Background: an optimization exercise with open tools, aiming at small area and a short achievable clock period. Do not read the settings as production practice. Function not checked in this run: the RTL went through the layout flow alone. No activity file was given, so power comes from the tool's default toggle rates.

File: design/flow/run.sh
#!/bin/bash
# synth_recipe.tcl (not shown) runs the flow's synth.tcl, then flattens the netlist and writes it again
# the make line also repeats each setting of config.mk as NAME=value (left out here)
make -C /OpenROAD-flow-scripts/flow DESIGN_CONFIG=/design/flow/config.mk WORK_HOME=/design/flow/orfs CLKGATE_MAP_FILE= SYNTH_SCRIPT=/design/flow/synth_recipe.tcl finish
File: design/flow/config.mk
export PLATFORM = sky130hd
export DESIGN_NAME = Parameterized_ALU
export DESIGN_NICKNAME = Parameterized_ALU
export VERILOG_FILES = /design/flow/design.v
export SDC_FILE = /design/flow/constraint.sdc
export NUM_CORES = 4
export LEC_CHECK = 0
export ABC_AREA = 1
export CAP_MARGIN = 20
export CORE_MARGIN = 2
export CORE_UTILIZATION = 40
export SLEW_MARGIN = 20
File: design/flow/constraint.sdc
create_clock -name core_clock -period 35.0 [get_ports {clk}]
set_input_delay 7.0000 -clock core_clock [delete_from_list [all_inputs] [get_ports {clk}]]
set_output_delay 7.0000 -clock core_clock [all_outputs]
set_load 0.01 [all_outputs]
File: design/flow/design.v
`timescale 1ns / 1ps
module Parameterized_ALU#(parameter N = 16)(
    input clk,
    input [N-1:0] A,
    input [N-1:0] B,
    input [3:0] ALU_Func,
    output reg [N-1:0] ALU_out,
    output reg Carry,
    output  Arith,
    output  Shift,
    output  CMP,
    output  Logic
    );
    wire sub = ALU_Func[0] | ALU_Func[3];
    wire [15:0] bx = B ^ {16{sub}};
    wire [16:0] c;
    wire [15:0] s;
    assign c[0] = sub;
    genvar i;
    generate for (i = 0; i < 16; i = i + 1) begin : add
      assign s[i] = A[i] ^ bx[i] ^ c[i];
      assign c[i+1] = (A[i] & bx[i]) | (c[i] & (A[i] ^ bx[i]));
    end endgenerate
    wire lt = ~c[16];             
    wire eq = ~|(A ^ B);
    wire gt = ~lt & ~eq;
    wire [15:0] md;
    alu_muldiv u_md(.A(A), .B(B), .div(ALU_Func[0]), .Y(md));
    always @(posedge clk) begin
        Carry <= 1'b0;
        case (ALU_Func)
            4'b0000: {Carry, ALU_out} <= {c[16], s};
            4'b0001: {Carry, ALU_out} <= {lt, s};
            4'b0010: ALU_out <= md;
            4'b0011: ALU_out <= md;
            4'b0100: ALU_out <= A & B;
            4'b0101: ALU_out <= A | B;
            4'b0110: ALU_out <= ~(A & B);
            4'b0111: ALU_out <= ~(A | B);
            4'b1000: ALU_out <= A ^ B;
            4'b1001: ALU_out <= ~(A ^ B);
            4'b1010: ALU_out <= {15'b0, eq};
            4'b1011: ALU_out <= {14'b0, gt, 1'b0};
            4'b1100: ALU_out <= {14'b0, lt, lt};
            4'b1101: ALU_out <= {1'b0, A[15:1]};
            4'b1110: ALU_out <= {A[14:0], 1'b0};
            default: ALU_out <= 16'b0;
        endcase
    end
    assign Arith = (ALU_Func[3:2] == 2'b00);
    assign Logic = (ALU_Func[3:2] == 2'b01) || (ALU_Func == 4'b1000) || (ALU_Func == 4'b1001);
    assign CMP   = (ALU_Func == 4'b1010) || (ALU_Func == 4'b1011) || (ALU_Func == 4'b1100);
    assign Shift = (ALU_Func == 4'b1101) || (ALU_Func == 4'b1110);
endmodule
module alu_muldiv(input [15:0] A, input [15:0] B, input div, output [15:0] Y);
  wire [15:0] y = div ? ~B : A;
  wire [15:0] q;
  wire [16:0] hiz;
  assign hiz[16] = 1'b1;
  genvar w;
  generate for (w = 15; w >= 1; w = w - 1) begin : hz
    assign hiz[w] = hiz[w+1] & ~B[w];
  end endgenerate
  wire [0:0] s1_t, s1_r;
  wire [1:0] s1_c;
  assign s1_c[0] = div;
  assign s1_t = div & A[15];
  wire [0:0] s1_g = s1_t & y[0:0];
  wire [0:0] s1_p = s1_t | y[0:0];
  assign s1_c[1] = (s1_g[0] | (s1_p[0] & div));
  assign q[15] = hiz[1] & s1_c[1];
  wire ctl1 = div ? q[15] : B[15];
  assign s1_r = s1_t ^ ({1{ctl1}} & (y[0:0] ^ s1_c[0:0]));
  wire [1:0] s2_t, s2_r;
  wire [2:0] s2_c;
  assign s2_c[0] = div;
  assign s2_t = {s1_r, div & A[14]};
  wire [1:0] s2_g = s2_t & y[1:0];
  wire [1:0] s2_p = s2_t | y[1:0];
  wire s2_n1_g = s2_g[1] | (s2_p[1] & (s2_g[0] | (s2_p[0] & div)));
  assign s2_c[1] = (s2_g[0] | (s2_p[0] & div));
  assign s2_c[2] = s2_n1_g;
  assign q[14] = hiz[2] & s2_c[2];
  wire ctl2 = div ? q[14] : B[14];
  assign s2_r = s2_t ^ ({2{ctl2}} & (y[1:0] ^ s2_c[1:0]));
  wire [2:0] s3_t, s3_r;
  wire [3:0] s3_c;
  assign s3_c[0] = div;
  assign s3_t = {s2_r, div & A[13]};
  wire [2:0] s3_g = s3_t & y[2:0];
  wire [2:0] s3_p = s3_t | y[2:0];
  wire s3_n1_g = s3_g[1] | (s3_p[1] & (s3_g[0] | (s3_p[0] & div)));
  wire s3_n2_g = s3_g[2] | (s3_p[2] & s3_n1_g);
  assign s3_c[1] = (s3_g[0] | (s3_p[0] & div));
  assign s3_c[2] = s3_n1_g;
  assign s3_c[3] = s3_n2_g;
  assign q[13] = hiz[3] & s3_c[3];
  wire ctl3 = div ? q[13] : B[13];
  assign s3_r = s3_t ^ ({3{ctl3}} & (y[2:0] ^ s3_c[2:0]));
  wire [3:0] s4_t, s4_r;
  wire [4:0] s4_c;
  assign s4_c[0] = div;
  assign s4_t = {s3_r, div & A[12]};
  wire [3:0] s4_g = s4_t & y[3:0];
  wire [3:0] s4_p = s4_t | y[3:0];
  wire s4_n1_g = s4_g[1] | (s4_p[1] & (s4_g[0] | (s4_p[0] & div)));
  wire s4_n2_g = s4_g[3] | (s4_p[3] & s4_g[2]);
  wire s4_n2_p = s4_p[3] & s4_p[2];
  wire s4_n3_g = s4_g[2] | (s4_p[2] & s4_n1_g);
  wire s4_n4_g = s4_n2_g | (s4_n2_p & s4_n1_g);
  assign s4_c[1] = (s4_g[0] | (s4_p[0] & div));
  assign s4_c[2] = s4_n1_g;
  assign s4_c[3] = s4_n3_g;
  assign s4_c[4] = s4_n4_g;
  assign q[12] = hiz[4] & s4_c[4];
  wire ctl4 = div ? q[12] : B[12];
  assign s4_r = s4_t ^ ({4{ctl4}} & (y[3:0] ^ s4_c[3:0]));
  wire [4:0] s5_t, s5_r;
  wire [5:0] s5_c;
  assign s5_c[0] = div;
  assign s5_t = {s4_r, div & A[11]};
  wire [4:0] s5_g = s5_t & y[4:0];
  wire [4:0] s5_p = s5_t | y[4:0];
  wire s5_n1_g = s5_g[1] | (s5_p[1] & (s5_g[0] | (s5_p[0] & div)));
  wire s5_n2_g = s5_g[3] | (s5_p[3] & s5_g[2]);
  wire s5_n2_p = s5_p[3] & s5_p[2];
  wire s5_n3_g = s5_g[2] | (s5_p[2] & s5_n1_g);
  wire s5_n4_g = s5_n2_g | (s5_n2_p & s5_n1_g);
  wire s5_n5_g = s5_g[4] | (s5_p[4] & s5_n4_g);
  assign s5_c[1] = (s5_g[0] | (s5_p[0] & div));
  assign s5_c[2] = s5_n1_g;
  assign s5_c[3] = s5_n3_g;
  assign s5_c[4] = s5_n4_g;
  assign s5_c[5] = s5_n5_g;
  assign q[11] = hiz[5] & s5_c[5];
  wire ctl5 = div ? q[11] : B[11];
  assign s5_r = s5_t ^ ({5{ctl5}} & (y[4:0] ^ s5_c[4:0]));
  wire [5:0] s6_t, s6_r;
  wire [6:0] s6_c;
  assign s6_c[0] = div;
  assign s6_t = {s5_r, div & A[10]};
  wire [5:0] s6_g = s6_t & y[5:0];
  wire [5:0] s6_p = s6_t | y[5:0];
  wire s6_n1_g = s6_g[1] | (s6_p[1] & (s6_g[0] | (s6_p[0] & div)));
  wire s6_n2_g = s6_g[3] | (s6_p[3] & s6_g[2]);
  wire s6_n2_p = s6_p[3] & s6_p[2];
  wire s6_n3_g = s6_g[5] | (s6_p[5] & s6_g[4]);
  wire s6_n3_p = s6_p[5] & s6_p[4];
  wire s6_n4_g = s6_g[2] | (s6_p[2] & s6_n1_g);
  wire s6_n5_g = s6_n2_g | (s6_n2_p & s6_n1_g);
  wire s6_n6_g = s6_g[4] | (s6_p[4] & s6_n5_g);
  wire s6_n7_g = s6_n3_g | (s6_n3_p & s6_n5_g);
  assign s6_c[1] = (s6_g[0] | (s6_p[0] & div));
  assign s6_c[2] = s6_n1_g;
  assign s6_c[3] = s6_n4_g;
  assign s6_c[4] = s6_n5_g;
  assign s6_c[5] = s6_n6_g;
  assign s6_c[6] = s6_n7_g;
  assign q[10] = hiz[6] & s6_c[6];
  wire ctl6 = div ? q[10] : B[10];
  assign s6_r = s6_t ^ ({6{ctl6}} & (y[5:0] ^ s6_c[5:0]));
  wire [6:0] s7_t, s7_r;
  wire [7:0] s7_c;
  assign s7_c[0] = div;
  assign s7_t = {s6_r, div & A[9]};
  wire [6:0] s7_g = s7_t & y[6:0];
  wire [6:0] s7_p = s7_t | y[6:0];
  wire s7_n1_g = s7_g[1] | (s7_p[1] & (s7_g[0] | (s7_p[0] & div)));
  wire s7_n2_g = s7_g[3] | (s7_p[3] & s7_g[2]);
  wire s7_n2_p = s7_p[3] & s7_p[2];
  wire s7_n3_g = s7_g[5] | (s7_p[5] & s7_g[4]);
  wire s7_n3_p = s7_p[5] & s7_p[4];
  wire s7_n4_g = s7_g[2] | (s7_p[2] & s7_n1_g);
  wire s7_n5_g = s7_n2_g | (s7_n2_p & s7_n1_g);
  wire s7_n6_g = s7_g[6] | (s7_p[6] & s7_n3_g);
  wire s7_n6_p = s7_p[6] & s7_n3_p;
  wire s7_n7_g = s7_g[4] | (s7_p[4] & s7_n5_g);
  wire s7_n8_g = s7_n3_g | (s7_n3_p & s7_n5_g);
  wire s7_n9_g = s7_n6_g | (s7_n6_p & s7_n5_g);
  assign s7_c[1] = (s7_g[0] | (s7_p[0] & div));
  assign s7_c[2] = s7_n1_g;
  assign s7_c[3] = s7_n4_g;
  assign s7_c[4] = s7_n5_g;
  assign s7_c[5] = s7_n7_g;
  assign s7_c[6] = s7_n8_g;
  assign s7_c[7] = s7_n9_g;
  assign q[9] = hiz[7] & s7_c[7];
  wire ctl7 = div ? q[9] : B[9];
  assign s7_r = s7_t ^ ({7{ctl7}} & (y[6:0] ^ s7_c[6:0]));
  wire [7:0] s8_t, s8_r;
  wire [8:0] s8_c;
  assign s8_c[0] = div;
  assign s8_t = {s7_r, div & A[8]};
  wire [7:0] s8_g = s8_t & y[7:0];
  wire [7:0] s8_p = s8_t | y[7:0];
  wire s8_n1_g = s8_g[1] | (s8_p[1] & (s8_g[0] | (s8_p[0] & div)));
  wire s8_n2_g = s8_g[3] | (s8_p[3] & s8_g[2]);
  wire s8_n2_p = s8_p[3] & s8_p[2];
  wire s8_n3_g = s8_g[5] | (s8_p[5] & s8_g[4]);
  wire s8_n3_p = s8_p[5] & s8_p[4];
  wire s8_n4_g = s8_g[7] | (s8_p[7] & s8_g[6]);
  wire s8_n4_p = s8_p[7] & s8_p[6];
  wire s8_n5_g = s8_g[2] | (s8_p[2] & s8_n1_g);
  wire s8_n6_g = s8_n2_g | (s8_n2_p & s8_n1_g);
  wire s8_n7_g = s8_g[6] | (s8_p[6] & s8_n3_g);
  wire s8_n7_p = s8_p[6] & s8_n3_p;
  wire s8_n8_g = s8_n4_g | (s8_n4_p & s8_n3_g);
  wire s8_n8_p = s8_n4_p & s8_n3_p;
  wire s8_n9_g = s8_g[4] | (s8_p[4] & s8_n6_g);
  wire s8_n10_g = s8_n3_g | (s8_n3_p & s8_n6_g);
  wire s8_n11_g = s8_n7_g | (s8_n7_p & s8_n6_g);
  wire s8_n12_g = s8_n8_g | (s8_n8_p & s8_n6_g);
  assign s8_c[1] = (s8_g[0] | (s8_p[0] & div));
  assign s8_c[2] = s8_n1_g;
  assign s8_c[3] = s8_n5_g;
  assign s8_c[4] = s8_n6_g;
  assign s8_c[5] = s8_n9_g;
  assign s8_c[6] = s8_n10_g;
  assign s8_c[7] = s8_n11_g;
  assign s8_c[8] = s8_n12_g;
  assign q[8] = hiz[8] & s8_c[8];
  wire ctl8 = div ? q[8] : B[8];
  assign s8_r = s8_t ^ ({8{ctl8}} & (y[7:0] ^ s8_c[7:0]));
  wire [8:0] s9_t, s9_r;
  wire [9:0] s9_c;
  assign s9_c[0] = div;
  assign s9_t = {s8_r, div & A[7]};
  wire [8:0] s9_g = s9_t & y[8:0];
  wire [8:0] s9_p = s9_t | y[8:0];
  wire s9_n1_g = s9_g[1] | (s9_p[1] & (s9_g[0] | (s9_p[0] & div)));
  wire s9_n2_g = s9_g[3] | (s9_p[3] & s9_g[2]);
  wire s9_n2_p = s9_p[3] & s9_p[2];
  wire s9_n3_g = s9_g[5] | (s9_p[5] & s9_g[4]);
  wire s9_n3_p = s9_p[5] & s9_p[4];
  wire s9_n4_g = s9_g[7] | (s9_p[7] & s9_g[6]);
  wire s9_n4_p = s9_p[7] & s9_p[6];
  wire s9_n5_g = s9_g[2] | (s9_p[2] & s9_n1_g);
  wire s9_n6_g = s9_n2_g | (s9_n2_p & s9_n1_g);
  wire s9_n7_g = s9_g[6] | (s9_p[6] & s9_n3_g);
  wire s9_n7_p = s9_p[6] & s9_n3_p;
  wire s9_n8_g = s9_n4_g | (s9_n4_p & s9_n3_g);
  wire s9_n8_p = s9_n4_p & s9_n3_p;
  wire s9_n9_g = s9_g[4] | (s9_p[4] & s9_n6_g);
  wire s9_n10_g = s9_n3_g | (s9_n3_p & s9_n6_g);
  wire s9_n11_g = s9_n7_g | (s9_n7_p & s9_n6_g);
  wire s9_n12_g = s9_n8_g | (s9_n8_p & s9_n6_g);
  wire s9_n13_g = s9_g[8] | (s9_p[8] & s9_n12_g);
  assign s9_c[1] = (s9_g[0] | (s9_p[0] & div));
  assign s9_c[2] = s9_n1_g;
  assign s9_c[3] = s9_n5_g;
  assign s9_c[4] = s9_n6_g;
  assign s9_c[5] = s9_n9_g;
  assign s9_c[6] = s9_n10_g;
  assign s9_c[7] = s9_n11_g;
  assign s9_c[8] = s9_n12_g;
  assign s9_c[9] = s9_n13_g;
  assign q[7] = hiz[9] & s9_c[9];
  wire ctl9 = div ? q[7] : B[7];
  assign s9_r = s9_t ^ ({9{ctl9}} & (y[8:0] ^ s9_c[8:0]));
  wire [9:0] s10_t, s10_r;
  wire [10:0] s10_c;
  assign s10_c[0] = div;
  assign s10_t = {s9_r, div & A[6]};
  wire [9:0] s10_g = s10_t & y[9:0];
  wire [9:0] s10_p = s10_t | y[9:0];
  wire s10_n1_g = s10_g[1] | (s10_p[1] & (s10_g[0] | (s10_p[0] & div)));
  wire s10_n2_g = s10_g[3] | (s10_p[3] & s10_g[2]);
  wire s10_n2_p = s10_p[3] & s10_p[2];
  wire s10_n3_g = s10_g[5] | (s10_p[5] & s10_g[4]);
  wire s10_n3_p = s10_p[5] & s10_p[4];
  wire s10_n4_g = s10_g[7] | (s10_p[7] & s10_g[6]);
  wire s10_n4_p = s10_p[7] & s10_p[6];
  wire s10_n5_g = s10_g[9] | (s10_p[9] & s10_g[8]);
  wire s10_n5_p = s10_p[9] & s10_p[8];
  wire s10_n6_g = s10_g[2] | (s10_p[2] & s10_n1_g);
  wire s10_n7_g = s10_n2_g | (s10_n2_p & s10_n1_g);
  wire s10_n8_g = s10_g[6] | (s10_p[6] & s10_n3_g);
  wire s10_n8_p = s10_p[6] & s10_n3_p;
  wire s10_n9_g = s10_n4_g | (s10_n4_p & s10_n3_g);
  wire s10_n9_p = s10_n4_p & s10_n3_p;
  wire s10_n10_g = s10_g[4] | (s10_p[4] & s10_n7_g);
  wire s10_n11_g = s10_n3_g | (s10_n3_p & s10_n7_g);
  wire s10_n12_g = s10_n8_g | (s10_n8_p & s10_n7_g);
  wire s10_n13_g = s10_n9_g | (s10_n9_p & s10_n7_g);
  wire s10_n14_g = s10_g[8] | (s10_p[8] & s10_n13_g);
  wire s10_n15_g = s10_n5_g | (s10_n5_p & s10_n13_g);
  assign s10_c[1] = (s10_g[0] | (s10_p[0] & div));
  assign s10_c[2] = s10_n1_g;
  assign s10_c[3] = s10_n6_g;
  assign s10_c[4] = s10_n7_g;
  assign s10_c[5] = s10_n10_g;
  assign s10_c[6] = s10_n11_g;
  assign s10_c[7] = s10_n12_g;
  assign s10_c[8] = s10_n13_g;
  assign s10_c[9] = s10_n14_g;
  assign s10_c[10] = s10_n15_g;
  assign q[6] = hiz[10] & s10_c[10];
  wire ctl10 = div ? q[6] : B[6];
  assign s10_r = s10_t ^ ({10{ctl10}} & (y[9:0] ^ s10_c[9:0]));
  wire [10:0] s11_t, s11_r;
  wire [11:0] s11_c;
  assign s11_c[0] = div;
  assign s11_t = {s10_r, div & A[5]};
  wire [10:0] s11_g = s11_t & y[10:0];
  wire [10:0] s11_p = s11_t | y[10:0];
  wire s11_n1_g = s11_g[1] | (s11_p[1] & (s11_g[0] | (s11_p[0] & div)));
  wire s11_n2_g = s11_g[3] | (s11_p[3] & s11_g[2]);
  wire s11_n2_p = s11_p[3] & s11_p[2];
  wire s11_n3_g = s11_g[5] | (s11_p[5] & s11_g[4]);
  wire s11_n3_p = s11_p[5] & s11_p[4];
  wire s11_n4_g = s11_g[7] | (s11_p[7] & s11_g[6]);
  wire s11_n4_p = s11_p[7] & s11_p[6];
  wire s11_n5_g = s11_g[9] | (s11_p[9] & s11_g[8]);
  wire s11_n5_p = s11_p[9] & s11_p[8];
  wire s11_n6_g = s11_g[2] | (s11_p[2] & s11_n1_g);
  wire s11_n7_g = s11_n2_g | (s11_n2_p & s11_n1_g);
  wire s11_n8_g = s11_g[6] | (s11_p[6] & s11_n3_g);
  wire s11_n8_p = s11_p[6] & s11_n3_p;
  wire s11_n9_g = s11_n4_g | (s11_n4_p & s11_n3_g);
  wire s11_n9_p = s11_n4_p & s11_n3_p;
  wire s11_n10_g = s11_g[10] | (s11_p[10] & s11_n5_g);
  wire s11_n10_p = s11_p[10] & s11_n5_p;
  wire s11_n11_g = s11_g[4] | (s11_p[4] & s11_n7_g);
  wire s11_n12_g = s11_n3_g | (s11_n3_p & s11_n7_g);
  wire s11_n13_g = s11_n8_g | (s11_n8_p & s11_n7_g);
  wire s11_n14_g = s11_n9_g | (s11_n9_p & s11_n7_g);
  wire s11_n15_g = s11_g[8] | (s11_p[8] & s11_n14_g);
  wire s11_n16_g = s11_n5_g | (s11_n5_p & s11_n14_g);
  wire s11_n17_g = s11_n10_g | (s11_n10_p & s11_n14_g);
  assign s11_c[1] = (s11_g[0] | (s11_p[0] & div));
  assign s11_c[2] = s11_n1_g;
  assign s11_c[3] = s11_n6_g;
  assign s11_c[4] = s11_n7_g;
  assign s11_c[5] = s11_n11_g;
  assign s11_c[6] = s11_n12_g;
  assign s11_c[7] = s11_n13_g;
  assign s11_c[8] = s11_n14_g;
  assign s11_c[9] = s11_n15_g;
  assign s11_c[10] = s11_n16_g;
  assign s11_c[11] = s11_n17_g;
  assign q[5] = hiz[11] & s11_c[11];
  wire ctl11 = div ? q[5] : B[5];
  assign s11_r = s11_t ^ ({11{ctl11}} & (y[10:0] ^ s11_c[10:0]));
  wire [11:0] s12_t, s12_r;
  wire [12:0] s12_c;
  assign s12_c[0] = div;
  assign s12_t = {s11_r, div & A[4]};
  wire [11:0] s12_g = s12_t & y[11:0];
  wire [11:0] s12_p = s12_t | y[11:0];
  wire s12_n1_g = s12_g[1] | (s12_p[1] & (s12_g[0] | (s12_p[0] & div)));
  wire s12_n2_g = s12_g[3] | (s12_p[3] & s12_g[2]);
  wire s12_n2_p = s12_p[3] & s12_p[2];
  wire s12_n3_g = s12_g[5] | (s12_p[5] & s12_g[4]);
  wire s12_n3_p = s12_p[5] & s12_p[4];
  wire s12_n4_g = s12_g[7] | (s12_p[7] & s12_g[6]);
  wire s12_n4_p = s12_p[7] & s12_p[6];
  wire s12_n5_g = s12_g[9] | (s12_p[9] & s12_g[8]);
  wire s12_n5_p = s12_p[9] & s12_p[8];
  wire s12_n6_g = s12_g[11] | (s12_p[11] & s12_g[10]);
  wire s12_n6_p = s12_p[11] & s12_p[10];
  wire s12_n7_g = s12_g[2] | (s12_p[2] & s12_n1_g);
  wire s12_n8_g = s12_n2_g | (s12_n2_p & s12_n1_g);
  wire s12_n9_g = s12_g[6] | (s12_p[6] & s12_n3_g);
  wire s12_n9_p = s12_p[6] & s12_n3_p;
  wire s12_n10_g = s12_n4_g | (s12_n4_p & s12_n3_g);
  wire s12_n10_p = s12_n4_p & s12_n3_p;
  wire s12_n11_g = s12_g[10] | (s12_p[10] & s12_n5_g);
  wire s12_n11_p = s12_p[10] & s12_n5_p;
  wire s12_n12_g = s12_n6_g | (s12_n6_p & s12_n5_g);
  wire s12_n12_p = s12_n6_p & s12_n5_p;
  wire s12_n13_g = s12_g[4] | (s12_p[4] & s12_n8_g);
  wire s12_n14_g = s12_n3_g | (s12_n3_p & s12_n8_g);
  wire s12_n15_g = s12_n9_g | (s12_n9_p & s12_n8_g);
  wire s12_n16_g = s12_n10_g | (s12_n10_p & s12_n8_g);
  wire s12_n17_g = s12_g[8] | (s12_p[8] & s12_n16_g);
  wire s12_n18_g = s12_n5_g | (s12_n5_p & s12_n16_g);
  wire s12_n19_g = s12_n11_g | (s12_n11_p & s12_n16_g);
  wire s12_n20_g = s12_n12_g | (s12_n12_p & s12_n16_g);
  assign s12_c[1] = (s12_g[0] | (s12_p[0] & div));
  assign s12_c[2] = s12_n1_g;
  assign s12_c[3] = s12_n7_g;
  assign s12_c[4] = s12_n8_g;
  assign s12_c[5] = s12_n13_g;
  assign s12_c[6] = s12_n14_g;
  assign s12_c[7] = s12_n15_g;
  assign s12_c[8] = s12_n16_g;
  assign s12_c[9] = s12_n17_g;
  assign s12_c[10] = s12_n18_g;
  assign s12_c[11] = s12_n19_g;
  assign s12_c[12] = s12_n20_g;
  assign q[4] = hiz[12] & s12_c[12];
  wire ctl12 = div ? q[4] : B[4];
  assign s12_r = s12_t ^ ({12{ctl12}} & (y[11:0] ^ s12_c[11:0]));
  wire [12:0] s13_t, s13_r;
  wire [13:0] s13_c;
  assign s13_c[0] = div;
  assign s13_t = {s12_r, div & A[3]};
  wire [12:0] s13_g = s13_t & y[12:0];
  wire [12:0] s13_p = s13_t | y[12:0];
  wire s13_n1_g = s13_g[1] | (s13_p[1] & (s13_g[0] | (s13_p[0] & div)));
  wire s13_n2_g = s13_g[3] | (s13_p[3] & s13_g[2]);
  wire s13_n2_p = s13_p[3] & s13_p[2];
  wire s13_n3_g = s13_g[5] | (s13_p[5] & s13_g[4]);
  wire s13_n3_p = s13_p[5] & s13_p[4];
  wire s13_n4_g = s13_g[7] | (s13_p[7] & s13_g[6]);
  wire s13_n4_p = s13_p[7] & s13_p[6];
  wire s13_n5_g = s13_g[9] | (s13_p[9] & s13_g[8]);
  wire s13_n5_p = s13_p[9] & s13_p[8];
  wire s13_n6_g = s13_g[11] | (s13_p[11] & s13_g[10]);
  wire s13_n6_p = s13_p[11] & s13_p[10];
  wire s13_n7_g = s13_g[2] | (s13_p[2] & s13_n1_g);
  wire s13_n8_g = s13_n2_g | (s13_n2_p & s13_n1_g);
  wire s13_n9_g = s13_g[6] | (s13_p[6] & s13_n3_g);
  wire s13_n9_p = s13_p[6] & s13_n3_p;
  wire s13_n10_g = s13_n4_g | (s13_n4_p & s13_n3_g);
  wire s13_n10_p = s13_n4_p & s13_n3_p;
  wire s13_n11_g = s13_g[10] | (s13_p[10] & s13_n5_g);
  wire s13_n11_p = s13_p[10] & s13_n5_p;
  wire s13_n12_g = s13_n6_g | (s13_n6_p & s13_n5_g);
  wire s13_n12_p = s13_n6_p & s13_n5_p;
  wire s13_n13_g = s13_g[4] | (s13_p[4] & s13_n8_g);
  wire s13_n14_g = s13_n3_g | (s13_n3_p & s13_n8_g);
  wire s13_n15_g = s13_n9_g | (s13_n9_p & s13_n8_g);
  wire s13_n16_g = s13_n10_g | (s13_n10_p & s13_n8_g);
  wire s13_n17_g = s13_g[12] | (s13_p[12] & s13_n12_g);
  wire s13_n17_p = s13_p[12] & s13_n12_p;
  wire s13_n18_g = s13_g[8] | (s13_p[8] & s13_n16_g);
  wire s13_n19_g = s13_n5_g | (s13_n5_p & s13_n16_g);
  wire s13_n20_g = s13_n11_g | (s13_n11_p & s13_n16_g);
  wire s13_n21_g = s13_n12_g | (s13_n12_p & s13_n16_g);
  wire s13_n22_g = s13_n17_g | (s13_n17_p & s13_n16_g);
  assign s13_c[1] = (s13_g[0] | (s13_p[0] & div));
  assign s13_c[2] = s13_n1_g;
  assign s13_c[3] = s13_n7_g;
  assign s13_c[4] = s13_n8_g;
  assign s13_c[5] = s13_n13_g;
  assign s13_c[6] = s13_n14_g;
  assign s13_c[7] = s13_n15_g;
  assign s13_c[8] = s13_n16_g;
  assign s13_c[9] = s13_n18_g;
  assign s13_c[10] = s13_n19_g;
  assign s13_c[11] = s13_n20_g;
  assign s13_c[12] = s13_n21_g;
  assign s13_c[13] = s13_n22_g;
  assign q[3] = hiz[13] & s13_c[13];
  wire ctl13 = div ? q[3] : B[3];
  assign s13_r = s13_t ^ ({13{ctl13}} & (y[12:0] ^ s13_c[12:0]));
  wire [13:0] s14_t, s14_r;
  wire [14:0] s14_c;
  assign s14_c[0] = div;
  assign s14_t = {s13_r, div & A[2]};
  wire [13:0] s14_g = s14_t & y[13:0];
  wire [13:0] s14_p = s14_t | y[13:0];
  wire s14_n1_g = s14_g[1] | (s14_p[1] & (s14_g[0] | (s14_p[0] & div)));
  wire s14_n2_g = s14_g[3] | (s14_p[3] & s14_g[2]);
  wire s14_n2_p = s14_p[3] & s14_p[2];
  wire s14_n3_g = s14_g[5] | (s14_p[5] & s14_g[4]);
  wire s14_n3_p = s14_p[5] & s14_p[4];
  wire s14_n4_g = s14_g[7] | (s14_p[7] & s14_g[6]);
  wire s14_n4_p = s14_p[7] & s14_p[6];
  wire s14_n5_g = s14_g[9] | (s14_p[9] & s14_g[8]);
  wire s14_n5_p = s14_p[9] & s14_p[8];
  wire s14_n6_g = s14_g[11] | (s14_p[11] & s14_g[10]);
  wire s14_n6_p = s14_p[11] & s14_p[10];
  wire s14_n7_g = s14_g[13] | (s14_p[13] & s14_g[12]);
  wire s14_n7_p = s14_p[13] & s14_p[12];
  wire s14_n8_g = s14_g[2] | (s14_p[2] & s14_n1_g);
  wire s14_n9_g = s14_n2_g | (s14_n2_p & s14_n1_g);
  wire s14_n10_g = s14_g[6] | (s14_p[6] & s14_n3_g);
  wire s14_n10_p = s14_p[6] & s14_n3_p;
  wire s14_n11_g = s14_n4_g | (s14_n4_p & s14_n3_g);
  wire s14_n11_p = s14_n4_p & s14_n3_p;
  wire s14_n12_g = s14_g[10] | (s14_p[10] & s14_n5_g);
  wire s14_n12_p = s14_p[10] & s14_n5_p;
  wire s14_n13_g = s14_n6_g | (s14_n6_p & s14_n5_g);
  wire s14_n13_p = s14_n6_p & s14_n5_p;
  wire s14_n14_g = s14_g[4] | (s14_p[4] & s14_n9_g);
  wire s14_n15_g = s14_n3_g | (s14_n3_p & s14_n9_g);
  wire s14_n16_g = s14_n10_g | (s14_n10_p & s14_n9_g);
  wire s14_n17_g = s14_n11_g | (s14_n11_p & s14_n9_g);
  wire s14_n18_g = s14_g[12] | (s14_p[12] & s14_n13_g);
  wire s14_n18_p = s14_p[12] & s14_n13_p;
  wire s14_n19_g = s14_n7_g | (s14_n7_p & s14_n13_g);
  wire s14_n19_p = s14_n7_p & s14_n13_p;
  wire s14_n20_g = s14_g[8] | (s14_p[8] & s14_n17_g);
  wire s14_n21_g = s14_n5_g | (s14_n5_p & s14_n17_g);
  wire s14_n22_g = s14_n12_g | (s14_n12_p & s14_n17_g);
  wire s14_n23_g = s14_n13_g | (s14_n13_p & s14_n17_g);
  wire s14_n24_g = s14_n18_g | (s14_n18_p & s14_n17_g);
  wire s14_n25_g = s14_n19_g | (s14_n19_p & s14_n17_g);
  assign s14_c[1] = (s14_g[0] | (s14_p[0] & div));
  assign s14_c[2] = s14_n1_g;
  assign s14_c[3] = s14_n8_g;
  assign s14_c[4] = s14_n9_g;
  assign s14_c[5] = s14_n14_g;
  assign s14_c[6] = s14_n15_g;
  assign s14_c[7] = s14_n16_g;
  assign s14_c[8] = s14_n17_g;
  assign s14_c[9] = s14_n20_g;
  assign s14_c[10] = s14_n21_g;
  assign s14_c[11] = s14_n22_g;
  assign s14_c[12] = s14_n23_g;
  assign s14_c[13] = s14_n24_g;
  assign s14_c[14] = s14_n25_g;
  assign q[2] = hiz[14] & s14_c[14];
  wire ctl14 = div ? q[2] : B[2];
  assign s14_r = s14_t ^ ({14{ctl14}} & (y[13:0] ^ s14_c[13:0]));
  wire [14:0] s15_t, s15_r;
  wire [15:0] s15_c;
  assign s15_c[0] = div;
  assign s15_t = {s14_r, div & A[1]};
  wire [14:0] s15_g = s15_t & y[14:0];
  wire [14:0] s15_p = s15_t | y[14:0];
  wire s15_n1_g = s15_g[1] | (s15_p[1] & (s15_g[0] | (s15_p[0] & div)));
  wire s15_n2_g = s15_g[3] | (s15_p[3] & s15_g[2]);
  wire s15_n2_p = s15_p[3] & s15_p[2];
  wire s15_n3_g = s15_g[5] | (s15_p[5] & s15_g[4]);
  wire s15_n3_p = s15_p[5] & s15_p[4];
  wire s15_n4_g = s15_g[7] | (s15_p[7] & s15_g[6]);
  wire s15_n4_p = s15_p[7] & s15_p[6];
  wire s15_n5_g = s15_g[9] | (s15_p[9] & s15_g[8]);
  wire s15_n5_p = s15_p[9] & s15_p[8];
  wire s15_n6_g = s15_g[11] | (s15_p[11] & s15_g[10]);
  wire s15_n6_p = s15_p[11] & s15_p[10];
  wire s15_n7_g = s15_g[13] | (s15_p[13] & s15_g[12]);
  wire s15_n7_p = s15_p[13] & s15_p[12];
  wire s15_n8_g = s15_g[2] | (s15_p[2] & s15_n1_g);
  wire s15_n9_g = s15_n2_g | (s15_n2_p & s15_n1_g);
  wire s15_n10_g = s15_g[6] | (s15_p[6] & s15_n3_g);
  wire s15_n10_p = s15_p[6] & s15_n3_p;
  wire s15_n11_g = s15_n4_g | (s15_n4_p & s15_n3_g);
  wire s15_n11_p = s15_n4_p & s15_n3_p;
  wire s15_n12_g = s15_g[10] | (s15_p[10] & s15_n5_g);
  wire s15_n12_p = s15_p[10] & s15_n5_p;
  wire s15_n13_g = s15_n6_g | (s15_n6_p & s15_n5_g);
  wire s15_n13_p = s15_n6_p & s15_n5_p;
  wire s15_n14_g = s15_g[14] | (s15_p[14] & s15_n7_g);
  wire s15_n14_p = s15_p[14] & s15_n7_p;
  wire s15_n15_g = s15_g[4] | (s15_p[4] & s15_n9_g);
  wire s15_n16_g = s15_n3_g | (s15_n3_p & s15_n9_g);
  wire s15_n17_g = s15_n10_g | (s15_n10_p & s15_n9_g);
  wire s15_n18_g = s15_n11_g | (s15_n11_p & s15_n9_g);
  wire s15_n19_g = s15_g[12] | (s15_p[12] & s15_n13_g);
  wire s15_n19_p = s15_p[12] & s15_n13_p;
  wire s15_n20_g = s15_n7_g | (s15_n7_p & s15_n13_g);
  wire s15_n20_p = s15_n7_p & s15_n13_p;
  wire s15_n21_g = s15_n14_g | (s15_n14_p & s15_n13_g);
  wire s15_n21_p = s15_n14_p & s15_n13_p;
  wire s15_n22_g = s15_g[8] | (s15_p[8] & s15_n18_g);
  wire s15_n23_g = s15_n5_g | (s15_n5_p & s15_n18_g);
  wire s15_n24_g = s15_n12_g | (s15_n12_p & s15_n18_g);
  wire s15_n25_g = s15_n13_g | (s15_n13_p & s15_n18_g);
  wire s15_n26_g = s15_n19_g | (s15_n19_p & s15_n18_g);
  wire s15_n27_g = s15_n20_g | (s15_n20_p & s15_n18_g);
  wire s15_n28_g = s15_n21_g | (s15_n21_p & s15_n18_g);
  assign s15_c[1] = (s15_g[0] | (s15_p[0] & div));
  assign s15_c[2] = s15_n1_g;
  assign s15_c[3] = s15_n8_g;
  assign s15_c[4] = s15_n9_g;
  assign s15_c[5] = s15_n15_g;
  assign s15_c[6] = s15_n16_g;
  assign s15_c[7] = s15_n17_g;
  assign s15_c[8] = s15_n18_g;
  assign s15_c[9] = s15_n22_g;
  assign s15_c[10] = s15_n23_g;
  assign s15_c[11] = s15_n24_g;
  assign s15_c[12] = s15_n25_g;
  assign s15_c[13] = s15_n26_g;
  assign s15_c[14] = s15_n27_g;
  assign s15_c[15] = s15_n28_g;
  assign q[1] = hiz[15] & s15_c[15];
  wire ctl15 = div ? q[1] : B[1];
  assign s15_r = s15_t ^ ({15{ctl15}} & (y[14:0] ^ s15_c[14:0]));
  wire [15:0] s16_t, s16_r;
  wire [16:0] s16_c;
  assign s16_c[0] = div;
  assign s16_t = {s15_r, div & A[0]};
  wire [15:0] s16_g = s16_t & y[15:0];
  wire [15:0] s16_p = s16_t | y[15:0];
  wire s16_n1_g = s16_g[1] | (s16_p[1] & (s16_g[0] | (s16_p[0] & div)));
  wire s16_n2_g = s16_g[3] | (s16_p[3] & s16_g[2]);
  wire s16_n2_p = s16_p[3] & s16_p[2];
  wire s16_n3_g = s16_g[5] | (s16_p[5] & s16_g[4]);
  wire s16_n3_p = s16_p[5] & s16_p[4];
  wire s16_n4_g = s16_g[7] | (s16_p[7] & s16_g[6]);
  wire s16_n4_p = s16_p[7] & s16_p[6];
  wire s16_n5_g = s16_g[9] | (s16_p[9] & s16_g[8]);
  wire s16_n5_p = s16_p[9] & s16_p[8];
  wire s16_n6_g = s16_g[11] | (s16_p[11] & s16_g[10]);
  wire s16_n6_p = s16_p[11] & s16_p[10];
  wire s16_n7_g = s16_g[13] | (s16_p[13] & s16_g[12]);
  wire s16_n7_p = s16_p[13] & s16_p[12];
  wire s16_n8_g = s16_g[15] | (s16_p[15] & s16_g[14]);
  wire s16_n8_p = s16_p[15] & s16_p[14];
  wire s16_n9_g = s16_g[2] | (s16_p[2] & s16_n1_g);
  wire s16_n10_g = s16_n2_g | (s16_n2_p & s16_n1_g);
  wire s16_n11_g = s16_g[6] | (s16_p[6] & s16_n3_g);
  wire s16_n11_p = s16_p[6] & s16_n3_p;
  wire s16_n12_g = s16_n4_g | (s16_n4_p & s16_n3_g);
  wire s16_n12_p = s16_n4_p & s16_n3_p;
  wire s16_n13_g = s16_g[10] | (s16_p[10] & s16_n5_g);
  wire s16_n13_p = s16_p[10] & s16_n5_p;
  wire s16_n14_g = s16_n6_g | (s16_n6_p & s16_n5_g);
  wire s16_n14_p = s16_n6_p & s16_n5_p;
  wire s16_n15_g = s16_g[14] | (s16_p[14] & s16_n7_g);
  wire s16_n15_p = s16_p[14] & s16_n7_p;
  wire s16_n16_g = s16_n8_g | (s16_n8_p & s16_n7_g);
  wire s16_n16_p = s16_n8_p & s16_n7_p;
  wire s16_n17_g = s16_g[4] | (s16_p[4] & s16_n10_g);
  wire s16_n18_g = s16_n3_g | (s16_n3_p & s16_n10_g);
  wire s16_n19_g = s16_n11_g | (s16_n11_p & s16_n10_g);
  wire s16_n20_g = s16_n12_g | (s16_n12_p & s16_n10_g);
  wire s16_n21_g = s16_g[12] | (s16_p[12] & s16_n14_g);
  wire s16_n21_p = s16_p[12] & s16_n14_p;
  wire s16_n22_g = s16_n7_g | (s16_n7_p & s16_n14_g);
  wire s16_n22_p = s16_n7_p & s16_n14_p;
  wire s16_n23_g = s16_n15_g | (s16_n15_p & s16_n14_g);
  wire s16_n23_p = s16_n15_p & s16_n14_p;
  wire s16_n24_g = s16_n16_g | (s16_n16_p & s16_n14_g);
  wire s16_n24_p = s16_n16_p & s16_n14_p;
  wire s16_n25_g = s16_g[8] | (s16_p[8] & s16_n20_g);
  wire s16_n26_g = s16_n5_g | (s16_n5_p & s16_n20_g);
  wire s16_n27_g = s16_n13_g | (s16_n13_p & s16_n20_g);
  wire s16_n28_g = s16_n14_g | (s16_n14_p & s16_n20_g);
  wire s16_n29_g = s16_n21_g | (s16_n21_p & s16_n20_g);
  wire s16_n30_g = s16_n22_g | (s16_n22_p & s16_n20_g);
  wire s16_n31_g = s16_n23_g | (s16_n23_p & s16_n20_g);
  wire s16_n32_g = s16_n24_g | (s16_n24_p & s16_n20_g);
  assign s16_c[1] = (s16_g[0] | (s16_p[0] & div));
  assign s16_c[2] = s16_n1_g;
  assign s16_c[3] = s16_n9_g;
  assign s16_c[4] = s16_n10_g;
  assign s16_c[5] = s16_n17_g;
  assign s16_c[6] = s16_n18_g;
  assign s16_c[7] = s16_n19_g;
  assign s16_c[8] = s16_n20_g;
  assign s16_c[9] = s16_n25_g;
  assign s16_c[10] = s16_n26_g;
  assign s16_c[11] = s16_n27_g;
  assign s16_c[12] = s16_n28_g;
  assign s16_c[13] = s16_n29_g;
  assign s16_c[14] = s16_n30_g;
  assign s16_c[15] = s16_n31_g;
  assign s16_c[16] = s16_n32_g;
  assign q[0] = hiz[16] & s16_c[16];
  wire ctl16 = div ? q[0] : B[0];
  assign s16_r = s16_t ^ ({16{ctl16}} & (y[15:0] ^ s16_c[15:0]));
  assign Y = div ? q : s16_r;
endmodule
==> results.cfg <==
[yosys]
synth.distinct_cells = 57
synth-seq-cells = 17
syn_nets = 2396
syn_inst = 2312
syn_area_per_cell_um2 = 5.00
synth_ff_type = dfxtp_1
ys_seq_area_share_pct = 2.94
synth-async-reset-ratio_pct = 0
synth_enable_flop_cells = 0
syn-cell-area_um2 = 11600
yosysWarnings = 1

[placed_design]
io_buffers = 57
dp_cells = 2707
place.gp.congestion = 0.985
placed_area_um2 = 12200
hpwl_um = 32700

[sta]
hold_viol = 0
max_freq_mhz = 40.0
fin_crit_ns = 25.03
finalSetupViolations = 0
relSlewSlack_pct = 33.5
drv_slew = 0
fin_crit_sh_pct = 71.5
rsz0062_at_grt = false
worst_pin_slew_ns = 0.996
finalSetupTns_ns = 0

[global_route]
grt_util_met3_pct = 3.50
grt_pass1_wl_um = 66500
grtUsageTotal_pct = 26.9
grt.busiest_layer = met2
first_global_vias = 12800
grt_max_degree = 61
gr-total-overflow = 0
grtUsageMet1_pct = 37.2
antenna_found_initial = 2
use_met2_pct = 44.6

[power]
peakVddDrop_mv = 0.0211
power_leakage_nw = 7.40
cellPowerDensity_nw_per_um2 = 47.9

[drt]
drc = 0
vias_per_cell = 5.29
dr.pass1.iters = 6
routed_wl_um = 41800
ant_nets = 0
routedWlPerCell_um = 15.4
vias = 14300
drt-initial-drc-count = 1199

[setup_path]
path_max_fanout = 60
crit_top_cell = nand2_1
cpPeakStageDelay_ns = 0.54
cp_slowest_cell = nor2_4
path_class = input pin to flop
critical_path.startpoint_type = input pin
cp.arrival_ns = 25.21
worstPathRequired_ns = 35.19
critPathCaptureType = flop

[clock_tree]
post_cts_buffers = 0
path_clk_slew_ns = 0.07
ctsHoldBuffers = 0
cts_resized = 0
cts_buffer_depth = 2
cts_tree = done
cts_inserted_buffers = 3
h-tree-depth = 1
cts.sinks = 17
cts_root_buf = clkbuf_16

[final_layout]
final_nets = 2412
drive_above_1_share_pct = 6.88
fin_area_um2 = 12300
diodes = 0
final_util_pct = 43.1
finalNonFillerCells = 2711
areaGrowthSynthToFinish_pct = 6.53

[die]
core_area_um2 = 28600
die_w_um = 174
ios = 58
die_h_um = 174
num_rows = 62
dieArea_um2 = 30300
start_util_pct = 40.4

[run_status]
status = finished clean

[hold_path]
hold_class = input pin to flop

[flow_run]
drv_cap = 0
-- power by group --
| group | leakage (nW) | switching, mW | internal, mW |
|---|---|---|---|
| Clock | 0.0371 | 0.0100 | 0.0155 |
| Combinational | 7.22 | 0.370 | 0.170 |
| Sequential | 0.142 | 0.00157 | 0.0232 |
| Total | 7.40 | 0.382 | 0.209 |
-- layer usage --
metal / wire (um) / vias up
met5: 16 / -
met4: 848 / 2
met3: 3500 / 69
met2: 18500 / 555
met1: 19000 / 6458
li1: - / 7263
-- cell families (layout without fill, tap and decap cells) --
group	count (synthesis)	count (layout)	share of synthesized area, %
simple gates	1564	1564	58.4
compound gates	158	158	8.89
fa+ha+maj	47	47	6.06
xor+xnor	82	82	6.47
flops	17	17	2.94
buf+inv	444	459	17.2
-- synthesized netlist by cell type (9+ instances only) --
| master | instances | share of area [%] |
|---|---|---|
| inv_1 | 337 | 11 |
| o21ai_0 | 30 | 1.3 |
| o21ai_1 | 17 | 0.74 |
| nor2_1 | 160 | 5.2 |
| nand2_2 | 48 | 2.6 |
| nand3_2 | 16 | 1.4 |
| fa_1 | 15 | 2.6 |
| nor4_1 | 9 | 0.49 |
| a21oi_1 | 33 | 1.4 |
| buf_4 | 16 | 1.0 |
| nand2_4 | 11 | 1.1 |
| ha_1 | 32 | 3.5 |
| nand4_1 | 11 | 0.59 |
| buf_2 | 16 | 0.69 |
| buf_6 | 31 | 3.0 |
| nand3_1 | 347 | 15 |
| a2111oi_0 | 9 | 0.68 |
| nand3b_1 | 13 | 0.84 |
| o221ai_1 | 14 | 1.1 |
| dfxtp_1 | 17 | 2.9 |
| nor2_2 | 11 | 0.59 |
| inv_2 | 25 | 0.81 |
| xor2_1 | 77 | 5.8 |
| o22ai_1 | 11 | 0.59 |
| nand2_1 | 930 | 30 |
-- metrics by stage --
| step | worst slack [ns] | hold slack (ns) | power [mW] |
|---|---|---|---|
| floorplan | 15.03 | 7.22 | 0.444 |
| global placement | 10.37 | 7.74 | 0.550 |
| detailed placement | 9.92 | 7.74 | 0.555 |
| CTS | 10.16 | 7.63 | 0.583 |
| global route | 7.49 | 7.68 | 0.666 |
| finish | 9.97 | 7.63 | 0.591 |
-- sequential cells by signal (all words and copies together), names as in the netlist --
register,flops
ALU_out,16
Carry,1
-- area by class of cell --
type / instances / area, um^2
fill: 3190 / 16300
multi-input combinational: 1851 / 9250
inverter: 371 / 1400
timing repair buffer: 84 / 773
tap: 384 / 480
sequential: 17 / 340
clock buffer: 3 / 75.1
clock inverter: 1 / 7.51
-- placed cells by master (no fill, tap or decap), drive strengths merged, types with 11 or more instances in the layout --
master         netlist  routed
a21oi               36      36
buf                 63      27
clkdlybuf4s50        0      57
dfxtp               17      17
fa                  15      15
ha                  32      32
inv                363     363
nand2              989     989
nand3              363     363
nand3b              13      13
nand4               11      11
nor2               172     172
o21ai               48      48
o221ai              14      14
o22ai               11      11
xor2                80      80
-- final timing paths --
| path | from | end | slack, ns | cells past startpoint |
|---|---|---|---|---|
| worst min-delay path | ALU_Func[2] | ALU_out[0]$_DFF_P_ | 7.63 | 4 |
| worst max-delay path | ALU_Func[0] | ALU_out[8]$_DFF_P_ | 9.97 | 163 |
-- critical path: cells and delay by family --
family	cells	cell delay, ns
and+or+nand+nor	149	15.63
buffers and inverters	11	1.77
AOI/OAI and AO/OA	3	0.64

## afterwards: timing with drivers on the ports
The results above use ideal ports. As a check the final layout listed here was re-extracted and re-timed, cells and wires unchanged. Step 1 sets driving cells, clkbuf_16 on the clock port and buf_2 on the other inputs (assumed; they add their load-dependent delay and slew). Step 2 times the ports against the registers' clock, not the clock port: input delays grow and output delays shrink by t, the midpoint of the rising clock arrivals with the driver on. Three values: ideal, step 1, step 2; two values: the first two.
t, ns: 0.293
setup slack, ns: 9.974 / 9.979 / 9.685
worst register clock-pin slew, ns: 0.07 / 0.07
cell pins on the clock port's net: 1
After both steps setup and hold are still met in this run. The setup slack of this run moves by +0.005 ns with the drivers and by -0.289 ns with both steps.
